This is an optimization exercise on Yosys and OpenROAD, whose aim is small area, a short achievable clock period and few clock cycles, not a production implementation.
No run shown here included a check of the RTL's function; only the layout flow was run.
Power figures rest on the tool's default switching activity, not on a simulated workload.

==> flow/design.v (outline; a module is shown in full before it is edited, if it fits) <==
// module qdec_Arith_decoder: 788 lines
// module qdec_lps_tab: 1335 lines
module qdec_Arith_decoder (
    input  logic        clk,
    input  logic        rst_n,
    input  logic        arithInit,  
    input  logic        dec_run,    
    input  logic        EPMode,     
    input  logic [6:0]  ctxState,   
    output logic        dec_rdy,    
    output logic        ruiBin,
    output logic        ruiBin_vld,
    output logic [6:0]  ctxStateUpdate,
    input  logic [7:0]  bitstreamFetch,
    input  logic        bitstreamFetch_vld,
    output logic        bitstreamFetch_rdy
);
  // ...
==> flow/run.sh <==
#!/bin/bash
# synth_recipe.tcl (not shown) runs the flow's synth.tcl, then flattens the netlist and writes it again
# the make line also repeats each setting of config.mk as NAME=value (left out here)
make -C /OpenROAD-flow-scripts/flow DESIGN_CONFIG=/design/flow/config.mk WORK_HOME=/design/flow/orfs CLKGATE_MAP_FILE= SYNTH_SCRIPT=/design/flow/synth_recipe.tcl finish
==> flow/config.mk <==
export PLATFORM = sky130hd
export DESIGN_NAME = qdec_Arith_decoder
export DESIGN_NICKNAME = qdec_Arith_decoder
export VERILOG_FILES = /design/flow/design.v
export SDC_FILE = /design/flow/constraint.sdc
export NUM_CORES = 4
export LEC_CHECK = 0
export ABC_AREA = 1
export CAP_MARGIN = 20
export CORE_MARGIN = 2
export CORE_UTILIZATION = 40
export SETUP_SLACK_MARGIN = 4
export SLEW_MARGIN = 20
==> flow/constraint.sdc <==
create_clock -name core_clock -period 8.0 [get_ports {clk}]
set_input_delay 1.6000 -clock core_clock [delete_from_list [all_inputs] [get_ports {clk}]]
set_output_delay 1.6000 -clock core_clock [all_outputs]
set_load 0.01 [all_outputs]
==> results by group, run 1 <==
Status
  – Status: finished clean

Clocking
  – Clock slew at reported path FFs: 0.06 ns
  – Postcts setup bufs: 46
  – TritonCTS clock tree: done

Power
  – Clock share of power: 15.6%
  – P_sw: 1.33 mW

Logic synthesis
  – Yosys warning count: 1
  – FF+latch count, synth: 64
  – Post-synth EDFFs: 40
  – Post-synth top area cell: nand2_1
  – Adder-cell share of the synthesized area: 9.31%
  – Largest family of logic cells by synthesized area: simple AND/OR/NAND/NOR gates
  – Most frequent cell after synthesis: nand2_1
  – Net count after synthesis: 1278
  – Post-Synth XOR/XNOR Area: 2.48%

Layout
  – Area used by multi-input combinational logic: 6090 um^2
  – Inverter count: 137
  – Clock buffers: 9
  – Final sequential cell count: 64
  – Nets: 1369
  – Area Overhead vs Synth: 36.5%
  – Commonest cells after routing, fill and taps aside: 298 x nand2_1, 111 x nand3_1, 102 x inv_1

Floorplan
  – DIE AREA: 19600 um^2
  – Core ar.: 18100 um^2
  – Row count: 49
  – Die X-Extent: 140 um

Global route
  – Largest net degree at the start of global routing: 31
  – Initial antenna violation count: 0

Setup path
  – Reg2reg end: bitsNeeded[2]
  – Critical Path RT: 8.23 ns
  – Setup crit start: ctxState[3]

Placed design
  – Setup Slack @ Placement: 1.26 ns
  – Port Buffers: 31
  – Placed instance area: 8140 um^2

Hold path
  – Hold Startpoint: uiRange[0]

Detailed routing
  – Met3 wire len: 2.45 mm
  – Pre-antenna DRT Iters: 6
  – M1 WL: 12.3 mm
  – Met2 WL: 12.2 mm

STA
  – Final WS setup: 2.98 ns
  – Fin Clk Skew: 0.00953 ns
==> module qdec_Arith_decoder, before the edit <==
module qdec_Arith_decoder (
    input  logic        clk,
    input  logic        rst_n,
    input  logic        arithInit,  
    input  logic        dec_run,    
    input  logic        EPMode,     
    input  logic [6:0]  ctxState,   
    output logic        dec_rdy,    
    output logic        ruiBin,
    output logic        ruiBin_vld,
    output logic [6:0]  ctxStateUpdate,
    input  logic [7:0]  bitstreamFetch,
    input  logic        bitstreamFetch_vld,
    output logic        bitstreamFetch_rdy
);
function automatic logic [7:0] lps_rom(input logic [7:0] i);
    case(i)
    8'd0: lps_rom = 8'd128;
    8'd1: lps_rom = 8'd176;
    8'd2: lps_rom = 8'd208;
    8'd3: lps_rom = 8'd240;
    8'd4: lps_rom = 8'd128;
    8'd5: lps_rom = 8'd167;
    8'd6: lps_rom = 8'd197;
    8'd7: lps_rom = 8'd227;
    8'd8: lps_rom = 8'd128;
    8'd9: lps_rom = 8'd158;
    8'd10: lps_rom = 8'd187;
    8'd11: lps_rom = 8'd216;
    8'd12: lps_rom = 8'd123;
    8'd13: lps_rom = 8'd150;
    8'd14: lps_rom = 8'd178;
    8'd15: lps_rom = 8'd205;
    8'd16: lps_rom = 8'd116;
    8'd17: lps_rom = 8'd142;
    8'd18: lps_rom = 8'd169;
    8'd19: lps_rom = 8'd195;
    8'd20: lps_rom = 8'd111;
    8'd21: lps_rom = 8'd135;
    8'd22: lps_rom = 8'd160;
    8'd23: lps_rom = 8'd185;
    8'd24: lps_rom = 8'd105;
    8'd25: lps_rom = 8'd128;
    8'd26: lps_rom = 8'd152;
    8'd27: lps_rom = 8'd175;
    8'd28: lps_rom = 8'd100;
    8'd29: lps_rom = 8'd122;
    8'd30: lps_rom = 8'd144;
    8'd31: lps_rom = 8'd166;
    8'd32: lps_rom = 8'd95;
    8'd33: lps_rom = 8'd116;
    8'd34: lps_rom = 8'd137;
    8'd35: lps_rom = 8'd158;
    8'd36: lps_rom = 8'd90;
    8'd37: lps_rom = 8'd110;
    8'd38: lps_rom = 8'd130;
    8'd39: lps_rom = 8'd150;
    8'd40: lps_rom = 8'd85;
    8'd41: lps_rom = 8'd104;
    8'd42: lps_rom = 8'd123;
    8'd43: lps_rom = 8'd142;
    8'd44: lps_rom = 8'd81;
    8'd45: lps_rom = 8'd99;
    8'd46: lps_rom = 8'd117;
    8'd47: lps_rom = 8'd135;
    8'd48: lps_rom = 8'd77;
    8'd49: lps_rom = 8'd94;
    8'd50: lps_rom = 8'd111;
    8'd51: lps_rom = 8'd128;
    8'd52: lps_rom = 8'd73;
    8'd53: lps_rom = 8'd89;
    8'd54: lps_rom = 8'd105;
    8'd55: lps_rom = 8'd122;
    8'd56: lps_rom = 8'd69;
    8'd57: lps_rom = 8'd85;
    8'd58: lps_rom = 8'd100;
    8'd59: lps_rom = 8'd116;
    8'd60: lps_rom = 8'd66;
    8'd61: lps_rom = 8'd80;
    8'd62: lps_rom = 8'd95;
    8'd63: lps_rom = 8'd110;
    8'd64: lps_rom = 8'd62;
    8'd65: lps_rom = 8'd76;
    8'd66: lps_rom = 8'd90;
    8'd67: lps_rom = 8'd104;
    8'd68: lps_rom = 8'd59;
    8'd69: lps_rom = 8'd72;
    8'd70: lps_rom = 8'd86;
    8'd71: lps_rom = 8'd99;
    8'd72: lps_rom = 8'd56;
    8'd73: lps_rom = 8'd69;
    8'd74: lps_rom = 8'd81;
    8'd75: lps_rom = 8'd94;
    8'd76: lps_rom = 8'd53;
    8'd77: lps_rom = 8'd65;
    8'd78: lps_rom = 8'd77;
    8'd79: lps_rom = 8'd89;
    8'd80: lps_rom = 8'd51;
    8'd81: lps_rom = 8'd62;
    8'd82: lps_rom = 8'd73;
    8'd83: lps_rom = 8'd85;
    8'd84: lps_rom = 8'd48;
    8'd85: lps_rom = 8'd59;
    8'd86: lps_rom = 8'd69;
    8'd87: lps_rom = 8'd80;
    8'd88: lps_rom = 8'd46;
    8'd89: lps_rom = 8'd56;
    8'd90: lps_rom = 8'd66;
    8'd91: lps_rom = 8'd76;
    8'd92: lps_rom = 8'd43;
    8'd93: lps_rom = 8'd53;
    8'd94: lps_rom = 8'd63;
    8'd95: lps_rom = 8'd72;
    8'd96: lps_rom = 8'd41;
    8'd97: lps_rom = 8'd50;
    8'd98: lps_rom = 8'd59;
    8'd99: lps_rom = 8'd69;
    8'd100: lps_rom = 8'd39;
    8'd101: lps_rom = 8'd48;
    8'd102: lps_rom = 8'd56;
    8'd103: lps_rom = 8'd65;
    8'd104: lps_rom = 8'd37;
    8'd105: lps_rom = 8'd45;
    8'd106: lps_rom = 8'd54;
    8'd107: lps_rom = 8'd62;
    8'd108: lps_rom = 8'd35;
    8'd109: lps_rom = 8'd43;
    8'd110: lps_rom = 8'd51;
    8'd111: lps_rom = 8'd59;
    8'd112: lps_rom = 8'd33;
    8'd113: lps_rom = 8'd41;
    8'd114: lps_rom = 8'd48;
    8'd115: lps_rom = 8'd56;
    8'd116: lps_rom = 8'd32;
    8'd117: lps_rom = 8'd39;
    8'd118: lps_rom = 8'd46;
    8'd119: lps_rom = 8'd53;
    8'd120: lps_rom = 8'd30;
    8'd121: lps_rom = 8'd37;
    8'd122: lps_rom = 8'd43;
    8'd123: lps_rom = 8'd50;
    8'd124: lps_rom = 8'd29;
    8'd125: lps_rom = 8'd35;
    8'd126: lps_rom = 8'd41;
    8'd127: lps_rom = 8'd48;
    8'd128: lps_rom = 8'd27;
    8'd129: lps_rom = 8'd33;
    8'd130: lps_rom = 8'd39;
    8'd131: lps_rom = 8'd45;
    8'd132: lps_rom = 8'd26;
    8'd133: lps_rom = 8'd31;
    8'd134: lps_rom = 8'd37;
    8'd135: lps_rom = 8'd43;
    8'd136: lps_rom = 8'd24;
    8'd137: lps_rom = 8'd30;
    8'd138: lps_rom = 8'd35;
    8'd139: lps_rom = 8'd41;
    8'd140: lps_rom = 8'd23;
    8'd141: lps_rom = 8'd28;
    8'd142: lps_rom = 8'd33;
    8'd143: lps_rom = 8'd39;
    8'd144: lps_rom = 8'd22;
    8'd145: lps_rom = 8'd27;
    8'd146: lps_rom = 8'd32;
    8'd147: lps_rom = 8'd37;
    8'd148: lps_rom = 8'd21;
    8'd149: lps_rom = 8'd26;
    8'd150: lps_rom = 8'd30;
    8'd151: lps_rom = 8'd35;
    8'd152: lps_rom = 8'd20;
    8'd153: lps_rom = 8'd24;
    8'd154: lps_rom = 8'd29;
    8'd155: lps_rom = 8'd33;
    8'd156: lps_rom = 8'd19;
    8'd157: lps_rom = 8'd23;
    8'd158: lps_rom = 8'd27;
    8'd159: lps_rom = 8'd31;
    8'd160: lps_rom = 8'd18;
    8'd161: lps_rom = 8'd22;
    8'd162: lps_rom = 8'd26;
    8'd163: lps_rom = 8'd30;
    8'd164: lps_rom = 8'd17;
    8'd165: lps_rom = 8'd21;
    8'd166: lps_rom = 8'd25;
    8'd167: lps_rom = 8'd28;
    8'd168: lps_rom = 8'd16;
    8'd169: lps_rom = 8'd20;
    8'd170: lps_rom = 8'd23;
    8'd171: lps_rom = 8'd27;
    8'd172: lps_rom = 8'd15;
    8'd173: lps_rom = 8'd19;
    8'd174: lps_rom = 8'd22;
    8'd175: lps_rom = 8'd25;
    8'd176: lps_rom = 8'd14;
    8'd177: lps_rom = 8'd18;
    8'd178: lps_rom = 8'd21;
    8'd179: lps_rom = 8'd24;
    8'd180: lps_rom = 8'd14;
    8'd181: lps_rom = 8'd17;
    8'd182: lps_rom = 8'd20;
    8'd183: lps_rom = 8'd23;
    8'd184: lps_rom = 8'd13;
    8'd185: lps_rom = 8'd16;
    8'd186: lps_rom = 8'd19;
    8'd187: lps_rom = 8'd22;
    8'd188: lps_rom = 8'd12;
    8'd189: lps_rom = 8'd15;
    8'd190: lps_rom = 8'd18;
    8'd191: lps_rom = 8'd21;
    8'd192: lps_rom = 8'd12;
    8'd193: lps_rom = 8'd14;
    8'd194: lps_rom = 8'd17;
    8'd195: lps_rom = 8'd20;
    8'd196: lps_rom = 8'd11;
    8'd197: lps_rom = 8'd14;
    8'd198: lps_rom = 8'd16;
    8'd199: lps_rom = 8'd19;
    8'd200: lps_rom = 8'd11;
    8'd201: lps_rom = 8'd13;
    8'd202: lps_rom = 8'd15;
    8'd203: lps_rom = 8'd18;
    8'd204: lps_rom = 8'd10;
    8'd205: lps_rom = 8'd12;
    8'd206: lps_rom = 8'd15;
    8'd207: lps_rom = 8'd17;
    8'd208: lps_rom = 8'd10;
    8'd209: lps_rom = 8'd12;
    8'd210: lps_rom = 8'd14;
    8'd211: lps_rom = 8'd16;
    8'd212: lps_rom = 8'd9;
    8'd213: lps_rom = 8'd11;
    8'd214: lps_rom = 8'd13;
    8'd215: lps_rom = 8'd15;
    8'd216: lps_rom = 8'd9;
    8'd217: lps_rom = 8'd11;
    8'd218: lps_rom = 8'd12;
    8'd219: lps_rom = 8'd14;
    8'd220: lps_rom = 8'd8;
    8'd221: lps_rom = 8'd10;
    8'd222: lps_rom = 8'd12;
    8'd223: lps_rom = 8'd14;
    8'd224: lps_rom = 8'd8;
    8'd225: lps_rom = 8'd9;
    8'd226: lps_rom = 8'd11;
    8'd227: lps_rom = 8'd13;
    8'd228: lps_rom = 8'd7;
    8'd229: lps_rom = 8'd9;
    8'd230: lps_rom = 8'd11;
    8'd231: lps_rom = 8'd12;
    8'd232: lps_rom = 8'd7;
    8'd233: lps_rom = 8'd9;
    8'd234: lps_rom = 8'd10;
    8'd235: lps_rom = 8'd12;
    8'd236: lps_rom = 8'd7;
    8'd237: lps_rom = 8'd8;
    8'd238: lps_rom = 8'd10;
    8'd239: lps_rom = 8'd11;
    8'd240: lps_rom = 8'd6;
    8'd241: lps_rom = 8'd8;
    8'd242: lps_rom = 8'd9;
    8'd243: lps_rom = 8'd11;
    8'd244: lps_rom = 8'd6;
    8'd245: lps_rom = 8'd7;
    8'd246: lps_rom = 8'd9;
    8'd247: lps_rom = 8'd10;
    8'd248: lps_rom = 8'd6;
    8'd249: lps_rom = 8'd7;
    8'd250: lps_rom = 8'd8;
    8'd251: lps_rom = 8'd9;
    8'd252: lps_rom = 8'd2;
    8'd253: lps_rom = 8'd2;
    8'd254: lps_rom = 8'd2;
    8'd255: lps_rom = 8'd2;
    default: lps_rom = 8'd0;
    endcase
endfunction
function automatic logic [2:0] renorm_rom(input logic [7:0] i);
    case(i)
    8'd0: renorm_rom = 3'd1;
    8'd1: renorm_rom = 3'd1;
    8'd2: renorm_rom = 3'd1;
    8'd3: renorm_rom = 3'd1;
    8'd4: renorm_rom = 3'd1;
    8'd5: renorm_rom = 3'd1;
    8'd6: renorm_rom = 3'd1;
    8'd7: renorm_rom = 3'd1;
    8'd8: renorm_rom = 3'd1;
    8'd9: renorm_rom = 3'd1;
    8'd10: renorm_rom = 3'd1;
    8'd11: renorm_rom = 3'd1;
    8'd12: renorm_rom = 3'd2;
    8'd13: renorm_rom = 3'd1;
    8'd14: renorm_rom = 3'd1;
    8'd15: renorm_rom = 3'd1;
    8'd16: renorm_rom = 3'd2;
    8'd17: renorm_rom = 3'd1;
    8'd18: renorm_rom = 3'd1;
    8'd19: renorm_rom = 3'd1;
    8'd20: renorm_rom = 3'd2;
    8'd21: renorm_rom = 3'd1;
    8'd22: renorm_rom = 3'd1;
    8'd23: renorm_rom = 3'd1;
    8'd24: renorm_rom = 3'd2;
    8'd25: renorm_rom = 3'd1;
    8'd26: renorm_rom = 3'd1;
    8'd27: renorm_rom = 3'd1;
    8'd28: renorm_rom = 3'd2;
    8'd29: renorm_rom = 3'd2;
    8'd30: renorm_rom = 3'd1;
    8'd31: renorm_rom = 3'd1;
    8'd32: renorm_rom = 3'd2;
    8'd33: renorm_rom = 3'd2;
    8'd34: renorm_rom = 3'd1;
    8'd35: renorm_rom = 3'd1;
    8'd36: renorm_rom = 3'd2;
    8'd37: renorm_rom = 3'd2;
    8'd38: renorm_rom = 3'd1;
    8'd39: renorm_rom = 3'd1;
    8'd40: renorm_rom = 3'd2;
    8'd41: renorm_rom = 3'd2;
    8'd42: renorm_rom = 3'd2;
    8'd43: renorm_rom = 3'd1;
    8'd44: renorm_rom = 3'd2;
    8'd45: renorm_rom = 3'd2;
    8'd46: renorm_rom = 3'd2;
    8'd47: renorm_rom = 3'd1;
    8'd48: renorm_rom = 3'd2;
    8'd49: renorm_rom = 3'd2;
    8'd50: renorm_rom = 3'd2;
    8'd51: renorm_rom = 3'd1;
    8'd52: renorm_rom = 3'd2;
    8'd53: renorm_rom = 3'd2;
    8'd54: renorm_rom = 3'd2;
    8'd55: renorm_rom = 3'd2;
    8'd56: renorm_rom = 3'd2;
    8'd57: renorm_rom = 3'd2;
    8'd58: renorm_rom = 3'd2;
    8'd59: renorm_rom = 3'd2;
    8'd60: renorm_rom = 3'd2;
    8'd61: renorm_rom = 3'd2;
    8'd62: renorm_rom = 3'd2;
    8'd63: renorm_rom = 3'd2;
    8'd64: renorm_rom = 3'd3;
    8'd65: renorm_rom = 3'd2;
    8'd66: renorm_rom = 3'd2;
    8'd67: renorm_rom = 3'd2;
    8'd68: renorm_rom = 3'd3;
    8'd69: renorm_rom = 3'd2;
    8'd70: renorm_rom = 3'd2;
    8'd71: renorm_rom = 3'd2;
    8'd72: renorm_rom = 3'd3;
    8'd73: renorm_rom = 3'd2;
    8'd74: renorm_rom = 3'd2;
    8'd75: renorm_rom = 3'd2;
    8'd76: renorm_rom = 3'd3;
    8'd77: renorm_rom = 3'd2;
    8'd78: renorm_rom = 3'd2;
    8'd79: renorm_rom = 3'd2;
    8'd80: renorm_rom = 3'd3;
    8'd81: renorm_rom = 3'd3;
    8'd82: renorm_rom = 3'd2;
    8'd83: renorm_rom = 3'd2;
    8'd84: renorm_rom = 3'd3;
    8'd85: renorm_rom = 3'd3;
    8'd86: renorm_rom = 3'd2;
    8'd87: renorm_rom = 3'd2;
    8'd88: renorm_rom = 3'd3;
    8'd89: renorm_rom = 3'd3;
    8'd90: renorm_rom = 3'd2;
    8'd91: renorm_rom = 3'd2;
    8'd92: renorm_rom = 3'd3;
    8'd93: renorm_rom = 3'd3;
    8'd94: renorm_rom = 3'd3;
    8'd95: renorm_rom = 3'd2;
    8'd96: renorm_rom = 3'd3;
    8'd97: renorm_rom = 3'd3;
    8'd98: renorm_rom = 3'd3;
    8'd99: renorm_rom = 3'd2;
    8'd100: renorm_rom = 3'd3;
    8'd101: renorm_rom = 3'd3;
    8'd102: renorm_rom = 3'd3;
    8'd103: renorm_rom = 3'd2;
    8'd104: renorm_rom = 3'd3;
    8'd105: renorm_rom = 3'd3;
    8'd106: renorm_rom = 3'd3;
    8'd107: renorm_rom = 3'd3;
    8'd108: renorm_rom = 3'd3;
    8'd109: renorm_rom = 3'd3;
    8'd110: renorm_rom = 3'd3;
    8'd111: renorm_rom = 3'd3;
    8'd112: renorm_rom = 3'd3;
    8'd113: renorm_rom = 3'd3;
    8'd114: renorm_rom = 3'd3;
    8'd115: renorm_rom = 3'd3;
    8'd116: renorm_rom = 3'd3;
    8'd117: renorm_rom = 3'd3;
    8'd118: renorm_rom = 3'd3;
    8'd119: renorm_rom = 3'd3;
    8'd120: renorm_rom = 3'd4;
    8'd121: renorm_rom = 3'd3;
    8'd122: renorm_rom = 3'd3;
    8'd123: renorm_rom = 3'd3;
    8'd124: renorm_rom = 3'd4;
    8'd125: renorm_rom = 3'd3;
    8'd126: renorm_rom = 3'd3;
    8'd127: renorm_rom = 3'd3;
    8'd128: renorm_rom = 3'd4;
    8'd129: renorm_rom = 3'd3;
    8'd130: renorm_rom = 3'd3;
    8'd131: renorm_rom = 3'd3;
    8'd132: renorm_rom = 3'd4;
    8'd133: renorm_rom = 3'd4;
    8'd134: renorm_rom = 3'd3;
    8'd135: renorm_rom = 3'd3;
    8'd136: renorm_rom = 3'd4;
    8'd137: renorm_rom = 3'd4;
    8'd138: renorm_rom = 3'd3;
    8'd139: renorm_rom = 3'd3;
    8'd140: renorm_rom = 3'd4;
    8'd141: renorm_rom = 3'd4;
    8'd142: renorm_rom = 3'd3;
    8'd143: renorm_rom = 3'd3;
    8'd144: renorm_rom = 3'd4;
    8'd145: renorm_rom = 3'd4;
    8'd146: renorm_rom = 3'd3;
    8'd147: renorm_rom = 3'd3;
    8'd148: renorm_rom = 3'd4;
    8'd149: renorm_rom = 3'd4;
    8'd150: renorm_rom = 3'd4;
    8'd151: renorm_rom = 3'd3;
    8'd152: renorm_rom = 3'd4;
    8'd153: renorm_rom = 3'd4;
    8'd154: renorm_rom = 3'd4;
    8'd155: renorm_rom = 3'd3;
    8'd156: renorm_rom = 3'd4;
    8'd157: renorm_rom = 3'd4;
    8'd158: renorm_rom = 3'd4;
    8'd159: renorm_rom = 3'd4;
    8'd160: renorm_rom = 3'd4;
    8'd161: renorm_rom = 3'd4;
    8'd162: renorm_rom = 3'd4;
    8'd163: renorm_rom = 3'd4;
    8'd164: renorm_rom = 3'd4;
    8'd165: renorm_rom = 3'd4;
    8'd166: renorm_rom = 3'd4;
    8'd167: renorm_rom = 3'd4;
    8'd168: renorm_rom = 3'd4;
    8'd169: renorm_rom = 3'd4;
    8'd170: renorm_rom = 3'd4;
    8'd171: renorm_rom = 3'd4;
    8'd172: renorm_rom = 3'd5;
    8'd173: renorm_rom = 3'd4;
    8'd174: renorm_rom = 3'd4;
    8'd175: renorm_rom = 3'd4;
    8'd176: renorm_rom = 3'd5;
    8'd177: renorm_rom = 3'd4;
    8'd178: renorm_rom = 3'd4;
    8'd179: renorm_rom = 3'd4;
    8'd180: renorm_rom = 3'd5;
    8'd181: renorm_rom = 3'd4;
    8'd182: renorm_rom = 3'd4;
    8'd183: renorm_rom = 3'd4;
    8'd184: renorm_rom = 3'd5;
    8'd185: renorm_rom = 3'd4;
    8'd186: renorm_rom = 3'd4;
    8'd187: renorm_rom = 3'd4;
    8'd188: renorm_rom = 3'd5;
    8'd189: renorm_rom = 3'd5;
    8'd190: renorm_rom = 3'd4;
    8'd191: renorm_rom = 3'd4;
    8'd192: renorm_rom = 3'd5;
    8'd193: renorm_rom = 3'd5;
    8'd194: renorm_rom = 3'd4;
    8'd195: renorm_rom = 3'd4;
    8'd196: renorm_rom = 3'd5;
    8'd197: renorm_rom = 3'd5;
    8'd198: renorm_rom = 3'd4;
    8'd199: renorm_rom = 3'd4;
    8'd200: renorm_rom = 3'd5;
    8'd201: renorm_rom = 3'd5;
    8'd202: renorm_rom = 3'd5;
    8'd203: renorm_rom = 3'd4;
    8'd204: renorm_rom = 3'd5;
    8'd205: renorm_rom = 3'd5;
    8'd206: renorm_rom = 3'd5;
    8'd207: renorm_rom = 3'd4;
    8'd208: renorm_rom = 3'd5;
    8'd209: renorm_rom = 3'd5;
    8'd210: renorm_rom = 3'd5;
    8'd211: renorm_rom = 3'd4;
    8'd212: renorm_rom = 3'd5;
    8'd213: renorm_rom = 3'd5;
    8'd214: renorm_rom = 3'd5;
    8'd215: renorm_rom = 3'd5;
    8'd216: renorm_rom = 3'd5;
    8'd217: renorm_rom = 3'd5;
    8'd218: renorm_rom = 3'd5;
    8'd219: renorm_rom = 3'd5;
    8'd220: renorm_rom = 3'd5;
    8'd221: renorm_rom = 3'd5;
    8'd222: renorm_rom = 3'd5;
    8'd223: renorm_rom = 3'd5;
    8'd224: renorm_rom = 3'd5;
    8'd225: renorm_rom = 3'd5;
    8'd226: renorm_rom = 3'd5;
    8'd227: renorm_rom = 3'd5;
    8'd228: renorm_rom = 3'd6;
    8'd229: renorm_rom = 3'd5;
    8'd230: renorm_rom = 3'd5;
    8'd231: renorm_rom = 3'd5;
    8'd232: renorm_rom = 3'd6;
    8'd233: renorm_rom = 3'd5;
    8'd234: renorm_rom = 3'd5;
    8'd235: renorm_rom = 3'd5;
    8'd236: renorm_rom = 3'd6;
    8'd237: renorm_rom = 3'd5;
    8'd238: renorm_rom = 3'd5;
    8'd239: renorm_rom = 3'd5;
    8'd240: renorm_rom = 3'd6;
    8'd241: renorm_rom = 3'd5;
    8'd242: renorm_rom = 3'd5;
    8'd243: renorm_rom = 3'd5;
    8'd244: renorm_rom = 3'd6;
    8'd245: renorm_rom = 3'd6;
    8'd246: renorm_rom = 3'd5;
    8'd247: renorm_rom = 3'd5;
    8'd248: renorm_rom = 3'd6;
    8'd249: renorm_rom = 3'd6;
    8'd250: renorm_rom = 3'd5;
    8'd251: renorm_rom = 3'd5;
    8'd252: renorm_rom = 3'd6;
    8'd253: renorm_rom = 3'd6;
    8'd254: renorm_rom = 3'd6;
    8'd255: renorm_rom = 3'd6;
    default: renorm_rom = 3'd0;
    endcase
endfunction
function automatic logic [6:0] nxt_lps_rom(input logic [6:0] i);
    case(i)
    7'd0: nxt_lps_rom = 7'd1;
    7'd1: nxt_lps_rom = 7'd0;
    7'd2: nxt_lps_rom = 7'd0;
    7'd3: nxt_lps_rom = 7'd1;
    7'd4: nxt_lps_rom = 7'd2;
    7'd5: nxt_lps_rom = 7'd3;
    7'd6: nxt_lps_rom = 7'd4;
    7'd7: nxt_lps_rom = 7'd5;
    7'd8: nxt_lps_rom = 7'd4;
    7'd9: nxt_lps_rom = 7'd5;
    7'd10: nxt_lps_rom = 7'd8;
    7'd11: nxt_lps_rom = 7'd9;
    7'd12: nxt_lps_rom = 7'd8;
    7'd13: nxt_lps_rom = 7'd9;
    7'd14: nxt_lps_rom = 7'd10;
    7'd15: nxt_lps_rom = 7'd11;
    7'd16: nxt_lps_rom = 7'd12;
    7'd17: nxt_lps_rom = 7'd13;
    7'd18: nxt_lps_rom = 7'd14;
    7'd19: nxt_lps_rom = 7'd15;
    7'd20: nxt_lps_rom = 7'd16;
    7'd21: nxt_lps_rom = 7'd17;
    7'd22: nxt_lps_rom = 7'd18;
    7'd23: nxt_lps_rom = 7'd19;
    7'd24: nxt_lps_rom = 7'd18;
    7'd25: nxt_lps_rom = 7'd19;
    7'd26: nxt_lps_rom = 7'd22;
    7'd27: nxt_lps_rom = 7'd23;
    7'd28: nxt_lps_rom = 7'd22;
    7'd29: nxt_lps_rom = 7'd23;
    7'd30: nxt_lps_rom = 7'd24;
    7'd31: nxt_lps_rom = 7'd25;
    7'd32: nxt_lps_rom = 7'd26;
    7'd33: nxt_lps_rom = 7'd27;
    7'd34: nxt_lps_rom = 7'd26;
    7'd35: nxt_lps_rom = 7'd27;
    7'd36: nxt_lps_rom = 7'd30;
    7'd37: nxt_lps_rom = 7'd31;
    7'd38: nxt_lps_rom = 7'd30;
    7'd39: nxt_lps_rom = 7'd31;
    7'd40: nxt_lps_rom = 7'd32;
    7'd41: nxt_lps_rom = 7'd33;
    7'd42: nxt_lps_rom = 7'd32;
    7'd43: nxt_lps_rom = 7'd33;
    7'd44: nxt_lps_rom = 7'd36;
    7'd45: nxt_lps_rom = 7'd37;
    7'd46: nxt_lps_rom = 7'd36;
    7'd47: nxt_lps_rom = 7'd37;
    7'd48: nxt_lps_rom = 7'd38;
    7'd49: nxt_lps_rom = 7'd39;
    7'd50: nxt_lps_rom = 7'd38;
    7'd51: nxt_lps_rom = 7'd39;
    7'd52: nxt_lps_rom = 7'd42;
    7'd53: nxt_lps_rom = 7'd43;
    7'd54: nxt_lps_rom = 7'd42;
    7'd55: nxt_lps_rom = 7'd43;
    7'd56: nxt_lps_rom = 7'd44;
    7'd57: nxt_lps_rom = 7'd45;
    7'd58: nxt_lps_rom = 7'd44;
    7'd59: nxt_lps_rom = 7'd45;
    7'd60: nxt_lps_rom = 7'd46;
    7'd61: nxt_lps_rom = 7'd47;
    7'd62: nxt_lps_rom = 7'd48;
    7'd63: nxt_lps_rom = 7'd49;
    7'd64: nxt_lps_rom = 7'd48;
    7'd65: nxt_lps_rom = 7'd49;
    7'd66: nxt_lps_rom = 7'd50;
    7'd67: nxt_lps_rom = 7'd51;
    7'd68: nxt_lps_rom = 7'd52;
    7'd69: nxt_lps_rom = 7'd53;
    7'd70: nxt_lps_rom = 7'd52;
    7'd71: nxt_lps_rom = 7'd53;
    7'd72: nxt_lps_rom = 7'd54;
    7'd73: nxt_lps_rom = 7'd55;
    7'd74: nxt_lps_rom = 7'd54;
    7'd75: nxt_lps_rom = 7'd55;
    7'd76: nxt_lps_rom = 7'd56;
    7'd77: nxt_lps_rom = 7'd57;
    7'd78: nxt_lps_rom = 7'd58;
    7'd79: nxt_lps_rom = 7'd59;
    7'd80: nxt_lps_rom = 7'd58;
    7'd81: nxt_lps_rom = 7'd59;
    7'd82: nxt_lps_rom = 7'd60;
    7'd83: nxt_lps_rom = 7'd61;
    7'd84: nxt_lps_rom = 7'd60;
    7'd85: nxt_lps_rom = 7'd61;
    7'd86: nxt_lps_rom = 7'd60;
    7'd87: nxt_lps_rom = 7'd61;
    7'd88: nxt_lps_rom = 7'd62;
    7'd89: nxt_lps_rom = 7'd63;
    7'd90: nxt_lps_rom = 7'd64;
    7'd91: nxt_lps_rom = 7'd65;
    7'd92: nxt_lps_rom = 7'd64;
    7'd93: nxt_lps_rom = 7'd65;
    7'd94: nxt_lps_rom = 7'd66;
    7'd95: nxt_lps_rom = 7'd67;
    7'd96: nxt_lps_rom = 7'd66;
    7'd97: nxt_lps_rom = 7'd67;
    7'd98: nxt_lps_rom = 7'd66;
    7'd99: nxt_lps_rom = 7'd67;
    7'd100: nxt_lps_rom = 7'd68;
    7'd101: nxt_lps_rom = 7'd69;
    7'd102: nxt_lps_rom = 7'd68;
    7'd103: nxt_lps_rom = 7'd69;
    7'd104: nxt_lps_rom = 7'd70;
    7'd105: nxt_lps_rom = 7'd71;
    7'd106: nxt_lps_rom = 7'd70;
    7'd107: nxt_lps_rom = 7'd71;
    7'd108: nxt_lps_rom = 7'd70;
    7'd109: nxt_lps_rom = 7'd71;
    7'd110: nxt_lps_rom = 7'd72;
    7'd111: nxt_lps_rom = 7'd73;
    7'd112: nxt_lps_rom = 7'd72;
    7'd113: nxt_lps_rom = 7'd73;
    7'd114: nxt_lps_rom = 7'd72;
    7'd115: nxt_lps_rom = 7'd73;
    7'd116: nxt_lps_rom = 7'd74;
    7'd117: nxt_lps_rom = 7'd75;
    7'd118: nxt_lps_rom = 7'd74;
    7'd119: nxt_lps_rom = 7'd75;
    7'd120: nxt_lps_rom = 7'd74;
    7'd121: nxt_lps_rom = 7'd75;
    7'd122: nxt_lps_rom = 7'd76;
    7'd123: nxt_lps_rom = 7'd77;
    7'd124: nxt_lps_rom = 7'd76;
    7'd125: nxt_lps_rom = 7'd77;
    7'd126: nxt_lps_rom = 7'd126;
    7'd127: nxt_lps_rom = 7'd127;
    default: nxt_lps_rom = 7'd0;
    endcase
endfunction
localparam logic [1:0] S_IDLE  = 2'd0;  
localparam logic [1:0] S_INIT0 = 2'd1;  
localparam logic [1:0] S_INIT1 = 2'd2;  
localparam logic [1:0] S_READY = 2'd3;  
logic [1:0]  state;
logic [15:0] uiDist;
logic [7:0]  uiRange;
logic [2:0]  bitsNeeded;  
logic [1:0]  numByte;
logic [7:0]  byteMem0, byteMem1;
logic        rdPtr;
logic [7:0]  byte0, byte1;  
logic        fetch;
logic [1:0]  popInit;       
logic        popBin;        
logic [1:0]  numKeep, numTake;
assign bitstreamFetch_rdy = (numByte != 2'd2);
assign fetch = bitstreamFetch_vld & bitstreamFetch_rdy;
assign byte0 = rdPtr ? byteMem1 : byteMem0;
assign byte1 = rdPtr ? byteMem0 : byteMem1;
assign numKeep = numByte - popInit + {1'b0, fetch};
assign numTake = numByte - 2'd1 + {1'b0, fetch};
always_ff @(posedge clk)
    if(!rst_n) begin
        numByte <= 2'd0;
        rdPtr   <= 1'b0;
    end
    else begin
        numByte <= popBin ? numTake : numKeep;
        rdPtr   <= rdPtr ^ popInit[0] ^ popBin;
    end
always_ff @(posedge clk)
    if(fetch) begin
        if(rdPtr ^ numByte[0]) byteMem1 <= bitstreamFetch;
        else byteMem0 <= bitstreamFetch;
    end
logic haveByte, accept, accept_ep, accept_reg;
assign haveByte   = (numByte != 2'd0);
assign dec_rdy    = (state == S_READY) & haveByte;
assign accept     = dec_run & dec_rdy;
assign accept_ep  = accept & EPMode;
assign accept_reg = accept & !EPMode;
logic [23:0] distX;
assign distX = {uiDist, 8'hFF} & ~({16'h0, byte0} << bitsNeeded);
logic [7:0]  uiLPS;
logic [2:0]  numBits;
logic [9:0]  subHi;      
logic [9:0]  diffHi;
logic        borrow;
logic        isMps;
logic [8:0]  rangeMps;   
logic        renormMps;
logic [23:0] distSel;
logic [2:0]  shiftBy;
logic [23:0] distNext;
logic [3:0]  bitsNext;
qdec_lps_tab u_lps(.i({ctxState[6:1], uiRange[7:6]}), .lps(uiLPS), .nb(numBits));
assign subHi     = EPMode ? {2'b01, uiRange} : {1'b0, uiLPS, 1'b0};
assign diffHi    = distX[23:14] - subHi;
assign borrow    = (distX[23:14] < subHi);
assign isMps     = !borrow;
assign rangeMps  = {1'b1, uiRange} - {1'b0, uiLPS};
assign renormMps = (uiLPS > uiRange);
assign distSel   = borrow ? distX : {diffHi, distX[13:0]};
assign shiftBy   = EPMode ? 3'd1 : borrow ? numBits : {2'b00, renormMps};
assign distNext  = distSel << shiftBy;
assign bitsNext  = {1'b0, bitsNeeded} + {1'b0, shiftBy};
always_comb begin
    popInit = 2'd0;
    popBin  = 1'b0;
    if(state == S_INIT0 || arithInit) popInit = numByte;
    else if(state == S_INIT1) popInit = {1'b0, haveByte};
    else if(accept) popBin = bitsNext[3];
end
always_ff @(posedge clk)
    if(!rst_n) state <= S_IDLE;
    else if(arithInit || state == S_INIT0) begin
        if(numByte == 2'd2) state <= S_READY;
        else if(numByte == 2'd1) state <= S_INIT1;
        else state <= S_INIT0;
    end
    else if(state == S_INIT1) begin
        if(haveByte) state <= S_READY;
    end
always_ff @(posedge clk)
    if(arithInit || state == S_INIT0) begin
        uiRange    <= 8'd254;  
        bitsNeeded <= 3'd0;
        if(numByte == 2'd2) uiDist <= {8'hFE - byte0, ~byte1};
        else if(numByte == 2'd1) uiDist[15:8] <= 8'hFE - byte0;
    end
    else if(state == S_INIT1) begin
        if(haveByte) uiDist[7:0] <= ~byte0;
    end
    else if(accept) begin
        uiDist     <= distNext[23:8];
        bitsNeeded <= bitsNext[2:0];
        if(!EPMode) begin
            if(borrow) uiRange <= uiLPS << numBits;
            else if(renormMps) uiRange <= {rangeMps[6:0], 1'b0};
            else uiRange <= rangeMps[7:0];
        end
    end
logic [6:0] resState;
logic       resMps;
logic [6:0] nxtMps;  
assign nxtMps = {(resState[6:1] >= 6'd62) ? resState[6:1] : resState[6:1] + 6'd1, resState[0]};
always_ff @(posedge clk)
    if(!rst_n) ruiBin_vld <= 1'b0;
    else ruiBin_vld <= accept;
always_ff @(posedge clk)
    if(accept) begin
        resState <= {ctxState[6:1], ctxState[0] & !EPMode};
        resMps   <= !borrow;
    end
assign ruiBin = !(resState[0] ^ resMps);
assign ctxStateUpdate = resMps ? nxtMps : nxt_lps_rom(resState);
endmodule
==> run 2: changes to the inputs <==
--- a/flow/design.v
+++ b/flow/design.v
@@ -715,25 +715,21 @@
 logic [7:0]  uiLPS;
 logic [2:0]  numBits;
-logic [9:0]  subHi;      
-logic [9:0]  diffHi;
-logic        borrow;
+logic [8:0]  distMps;    
 logic        isMps;
 logic [8:0]  rangeMps;   
 logic        renormMps;
-logic [23:0] distSel;
-logic [2:0]  shiftBy;
-logic [23:0] distNext;
-logic [3:0]  bitsNext;
+logic [23:0] distLps;
+logic [3:0]  bitsLps;
 qdec_lps_tab u_lps(.i({ctxState[6:1], uiRange[7:6]}), .lps(uiLPS), .nb(numBits));
-assign subHi     = EPMode ? {2'b01, uiRange} : {1'b0, uiLPS, 1'b0};
-assign diffHi    = distX[23:14] - subHi;
-assign borrow    = (distX[23:14] < subHi);
-assign isMps     = !borrow;
+assign distMps   = distX[23:15] - {1'b0, uiLPS};
+assign isMps     = !(distX[23:15] < {1'b0, uiLPS});
 assign rangeMps  = {1'b1, uiRange} - {1'b0, uiLPS};
 assign renormMps = (uiLPS > uiRange);
-assign distSel   = borrow ? distX : {diffHi, distX[13:0]};
-assign shiftBy   = EPMode ? 3'd1 : borrow ? numBits : {2'b00, renormMps};
-assign distNext  = distSel << shiftBy;
-assign bitsNext  = {1'b0, bitsNeeded} + {1'b0, shiftBy};
+assign distLps   = distX << numBits;
+assign bitsLps   = {1'b0, bitsNeeded} + {1'b0, numBits};
+logic [9:0]  distEp;
+logic        epBin;
+assign distEp = distX[23:14] - {1'b0, 1'b1, uiRange};
+assign epBin  = (distX[23:14] < {1'b0, 1'b1, uiRange});
 always_comb begin
     popInit = 2'd0;
@@ -741,5 +737,6 @@
     if(state == S_INIT0 || arithInit) popInit = numByte;
     else if(state == S_INIT1) popInit = {1'b0, haveByte};
-    else if(accept) popBin = bitsNext[3];
+    else if(accept_ep) popBin = (bitsNeeded == 3'd7);
+    else if(accept_reg) popBin = isMps ? (renormMps & (bitsNeeded == 3'd7)) : bitsLps[3];
 end
 always_ff @(posedge clk)
@@ -763,11 +760,24 @@
         if(haveByte) uiDist[7:0] <= ~byte0;
     end
-    else if(accept) begin
-        uiDist     <= distNext[23:8];
-        bitsNeeded <= bitsNext[2:0];
-        if(!EPMode) begin
-            if(borrow) uiRange <= uiLPS << numBits;
-            else if(renormMps) uiRange <= {rangeMps[6:0], 1'b0};
-            else uiRange <= rangeMps[7:0];
+    else if(accept_ep) begin
+        uiDist     <= epBin ? distX[22:7] : {distEp[8:0], distX[13:7]};
+        bitsNeeded <= bitsNeeded + 3'd1;
+    end
+    else if(accept_reg) begin
+        if(isMps) begin
+            if(renormMps) begin
+                uiRange    <= {rangeMps[6:0], 1'b0};
+                uiDist     <= {distMps[7:0], distX[14:7]};
+                bitsNeeded <= bitsNeeded + 3'd1;
+            end
+            else begin
+                uiRange    <= rangeMps[7:0];
+                uiDist     <= {distMps, distX[14:8]};
+            end
+        end
+        else begin
+            uiRange    <= uiLPS << numBits;
+            uiDist     <= distLps[23:8];
+            bitsNeeded <= bitsLps[2:0];
         end
     end
@@ -781,6 +791,6 @@
 always_ff @(posedge clk)
     if(accept) begin
-        resState <= {ctxState[6:1], ctxState[0] & !EPMode};
-        resMps   <= !borrow;
+        resState <= {ctxState[6:1], ctxState[0] | EPMode};
+        resMps   <= EPMode ? epBin : isMps;
     end
 assign ruiBin = !(resState[0] ^ resMps);
==> results by group, run 2 <==
Layout
  – Share of cells above drive strength 1: 22.2% (was 25.1%)
  – Diode count: 0 (unchanged)
  – Most common cell after layout, fill and taps aside: nand2_1 (unchanged)
  – Nets: 1545 (was 1369)
  – Area Overhead vs Synth: 30.4% (was 36.5%)
  – Commonest cells after routing, fill and taps aside: 371 x nand2_1, 152 x nand3_1, 106 x inv_1 (was 298 x nand2_1, 111 x nand3_1, 102 x inv_1)
  – # fillers: 1986 (was 1744)
  – Max reg flops: 16 (unchanged)
  – Biggest register: uiDist (unchanged)

Status
  – Status: finished clean (unchanged)

Detailed routing
  – Vias per cell: 5.77 (was 5.95)
  – Wire per inst: 18.2 um (was 18.4 um)
  – WL final: 31.6 mm (was 28.1 mm)
  – Drt drc: 0 (unchanged)
  – Initial DRC Count: 1192 (was 1070)
  – Pre-antenna DRT Iters: 6 (unchanged)
  – Antenna viol nets, final: 0 (unchanged)
  – Routed vias: 10.0k (was 9099)

Logic synthesis
  – Synth top area cells: nand2_1 19%, edfxtp_1 14%, nand3_1 11% (was nand2_1 18%, edfxtp_1 16%, nand3_1 9.7%)
  – Post-synth EDFFs: 40 (unchanged)
  – Async SR Flop Fraction: 0% (unchanged)
  – Netlist cell types: 55 (was 46)
  – Post-synth top area cell: nand2_1 (unchanged)
  – Post-synth top cells: 428 x nand2_1, 190 x nand3_1, 124 x inv_1 (was 346 x nand2_1, 143 x nand3_1, 115 x inv_1)
  – Mapped cell area: 8330 um^2 (was 7420 um^2)
  – Gate Count Post-Synth: 1382 (was 1203)
  – Net count after synthesis: 1469 (was 1278)
  – Most frequent cell after synthesis: nand2_1 (unchanged)
  – FF+latch count, synth: 64 (unchanged)
  – Seq/Total Area, Yosys: 20.2% (was 22.7%)
  – Top-area cell type share of the netlist area: 19.3% (was 17.5%)
  – Yosys warning count: 1 (unchanged)
  – Main synth FF type: edfxtp_1 (unchanged)
  – Post-Syn Area per Cell: 6.03 um^2 (was 6.16 um^2)

Clocking
  – Clock slew at reported path FFs: 0.07 ns (was 0.06 ns)
  – CTS Buf Count: 9 (unchanged)
  – TritonCTS clock tree: done (unchanged)
  – CTS Buffer Depth: 2 (unchanged)
  – CTS root buffer: clkbuf_16 (unchanged)
  – Clock sink total: 64 (unchanged)
  – CTS Hold Bufs: 0 (unchanged)
  – Clk latency of the worst-skew pair: 0.35 ns (was 0.34 ns)
  – CTS H-tree depth: 3 (unchanged)

Setup path
  – CP Capture Type: register (unchanged)
  – Worst path most repeated cell: nand2_1
  – RR Startpoint: uiRange[6] (unchanged)
  – Slowest-stage cell, CP: nor2_4 (was ha_4)
  – Worst EP arrival: 4.85 ns (was 5.24 ns)
  – Worst r2r path cells: 32 (was 29)
  – Reg2reg end: uiDist[1] (was bitsNeeded[2])
  – Critical Path RT: 8.22 ns (was 8.23 ns)
  – CP Max Fanout: 8 (unchanged)
  – Crit Path Class: in2reg (unchanged)
  – CP startpoint kind: primary input (unchanged)
  – Max incr delay on CP: 0.23 ns (was 0.25 ns)
  – Crit path max-delay family: simple AND/OR/NAND/NOR gates (unchanged)
  – Setup crit start: ctxState[3] (unchanged)
  – CP bufs+invs: 7 (unchanged)
  – Flop2flop setup slack: 3.50 ns (was 3.21 ns)

Floorplan
  – Die Height: 148 um (was 140 um)
  – Die X-Extent: 148 um (was 140 um)
  – Initial cell density of the core: 40.9% (was 41.0%)
  – IO Pins: 32 (unchanged)
  – DIE AREA: 22000 um^2 (was 19600 um^2)
  – Row count: 52 (was 49)
  – Core ar.: 20400 um^2 (was 18100 um^2)

Global route
  – First-pass GRT wire length: 48.2 mm (was 43.0 mm)
  – Initial antenna violation count: 0 (unchanged)
  – Largest net degree at the start of global routing: 30 (was 31)
  – Gr usage total: 27.5% (was 27.2%)
  – Grt ovf: 0 (unchanged)
  – Vias in the first global route: 9009 (was 8187)

Placed design
  – Detailed Place HPWL: 22.3 mm (was 19.2 mm)
  – Port Buffers: 31 (unchanged)
  – Gp weighted congestion: 1.04 (was 1.06)

Hold path
  – Hold depth: 2 (unchanged)
  – Hold Startpoint: state[0] (was uiRange[0])
  – Hold path endpoint: state[0] (was uiRange[0])
  – Hold Crit Class: reg2reg (unchanged)

STA
  – Slew margin rel.: 37.8% (was 40.4%)
  – Fin Clk Skew: 0.00751 ns (was 0.00953 ns)
  – Minimum clock period: 4.63 ns (was 5.02 ns)
  – Actual slew at the worst max-slew pin: 0.929 ns (was 0.892 ns)
  – Period Utilization, post-route: 57.9% (was 62.7%)
  – Fmax: 216 MHz (was 199 MHz)
  – Unrepaired setup endpoints after global routing: true (unchanged)
  – Final hold vios: 0 (unchanged)
  – Max Slew Vio Count: 0 (unchanged)
  – Hold_ws: 0.490 ns (was 0.496 ns)
  – Final TNS setup: 0 ns (unchanged)
  – Final setup fails: 0 (unchanged)

Power
  – Power Total: 2.95 mW (was 2.77 mW)
  – LEAKAGE: 4.97 nW (was 4.49 nW)
  – Peak supply drop: 0.175 mV (was 0.159 mV)
  – P per Cell Area: 272 nW/um^2 (was 274 nW/um^2)

Flow run
  – MaxCap Viol Count: 0 (unchanged)
-- run 2: layer usage --
layer  up-vias  part of all wire, %  GRT usage [%]
met5         -                    0              0
met4         0                  3.3           9.10
met3       104                  8.9           5.18
met2       557                   44           42.9
met1      4545                   44           38.4
li1       4797                    -              -
-- run 2: worst reg2reg max path, delay by kind of cell, from the launching register on --
family	cells	cell delay [ns]
AOI/OAI and AO/OA	1	0.20
adders and majority gates	2	0.46
and+or+nand+nor	21	1.89
buffers and inverters	8	1.00
DFF	1	0.80
-- run 2: cell type report --
cell class / instances / area, um^2 / share of cell area [%]
Timing Repair inverter: 3 / 22.5 / 0.207
Clock inverter: 7 / 103 / 0.944
Multi-Input combinational cell: 1139 / 6880 / 63.3
Sequential cell: 64 / 1680 / 15.5
Clock buffer: 9 / 225 / 2.07
Tap cell: 270 / 338 / 3.11
Timing Repair Buffer: 108 / 1040 / 9.57
Inverter: 133 / 578 / 5.32
-- run 2: power breakdown --
group          total (mW)  internal, mW  switching [mW]  leakage [nW]
logic                1.94         0.749            1.19          4.23
clock network       0.451         0.277           0.174         0.162
registers           0.565         0.474          0.0912         0.572
-- run 2: worst max path at each step --
stage	depth (start not counted)	slack, ns	to
4_1_cts	30	3.46	uiDist[7]
2_1_floorplan	28	3.54	uiDist[8]
3_5_place_dp	23	1.29	uiDist[6]
6_report	30	3.37	uiDist[1]
3_3_place_gp	22	1.29	uiDist[3]
5_1_grt	29	3.20	uiDist[1]
-- run 2: through the flow --
step / instance area, um^2 / util (%) / std cells / worst slack (ns)
after CTS: 10300 / 50.5 / 1710 / 3.46
after global routing: 10900 / 53.4 / 1733 / 3.20
final: 10900 / 53.4 / 1733 / 3.37
after detailed placement: 9090 / 44.6 / 1642 / 1.29
after global placement: 9090 / 44.6 / 1642 / 1.29
after floorplan: 8760 / - / 1382 / 3.54
-- run 2: cell families after synthesis --
family / synth area share, %
buffers and inverters: 9.31
DFF: 20.2
xor gates and xnor gates: 2.94
AOI/OAI and AO/OA: 17.7
and+or+nand+nor: 39.6
adders and majority gates: 10.3
-- run 2: timing repair --
| action | 4_1_cts | 5_1_grt |
|---|---|---|
| setup buffers | 45 | 21 |
| pin swaps | 61 | 68 |
| endpoints found under the setup margin | 32 | 38 |
| resized for setup | 151 | 108 |
| cloned | 7 | 2 |

==> afterwards: timing with drivers on the ports <==
In the flow no input, the clock included, has a driving cell. The finished layouts below were timed again as built, in two steps.
Step 1: set_driving_cell puts a clkbuf_16 on clk and a buf_2 on each other input, an assumption about the parent block.
Step 2 also shifts input and output timing later by t, the mid clock arrival at the registers, as if the neighbouring blocks saw the same clock.
Three values: ideal, step 1, step 2; two values: the first two.
| run | t (ns) | setup WS [ns] | hold slack, ns | pins driven straight from the clock port |
|---|---|---|---|---|
| run 1 | 0.377 | 2.984 / 2.964 / 2.588 | 0.496 / 0.496 / 0.496 | 1 |
| run 2 | 0.385 | 3.372 / 3.332 / 2.947 | 0.490 / 0.490 / 0.490 | 1 |
After both steps setup and hold are still met in every run listed. For run 2, which loses most, drivers alone change the setup slack by -0.040 ns; drivers and shift together by -0.425 ns.
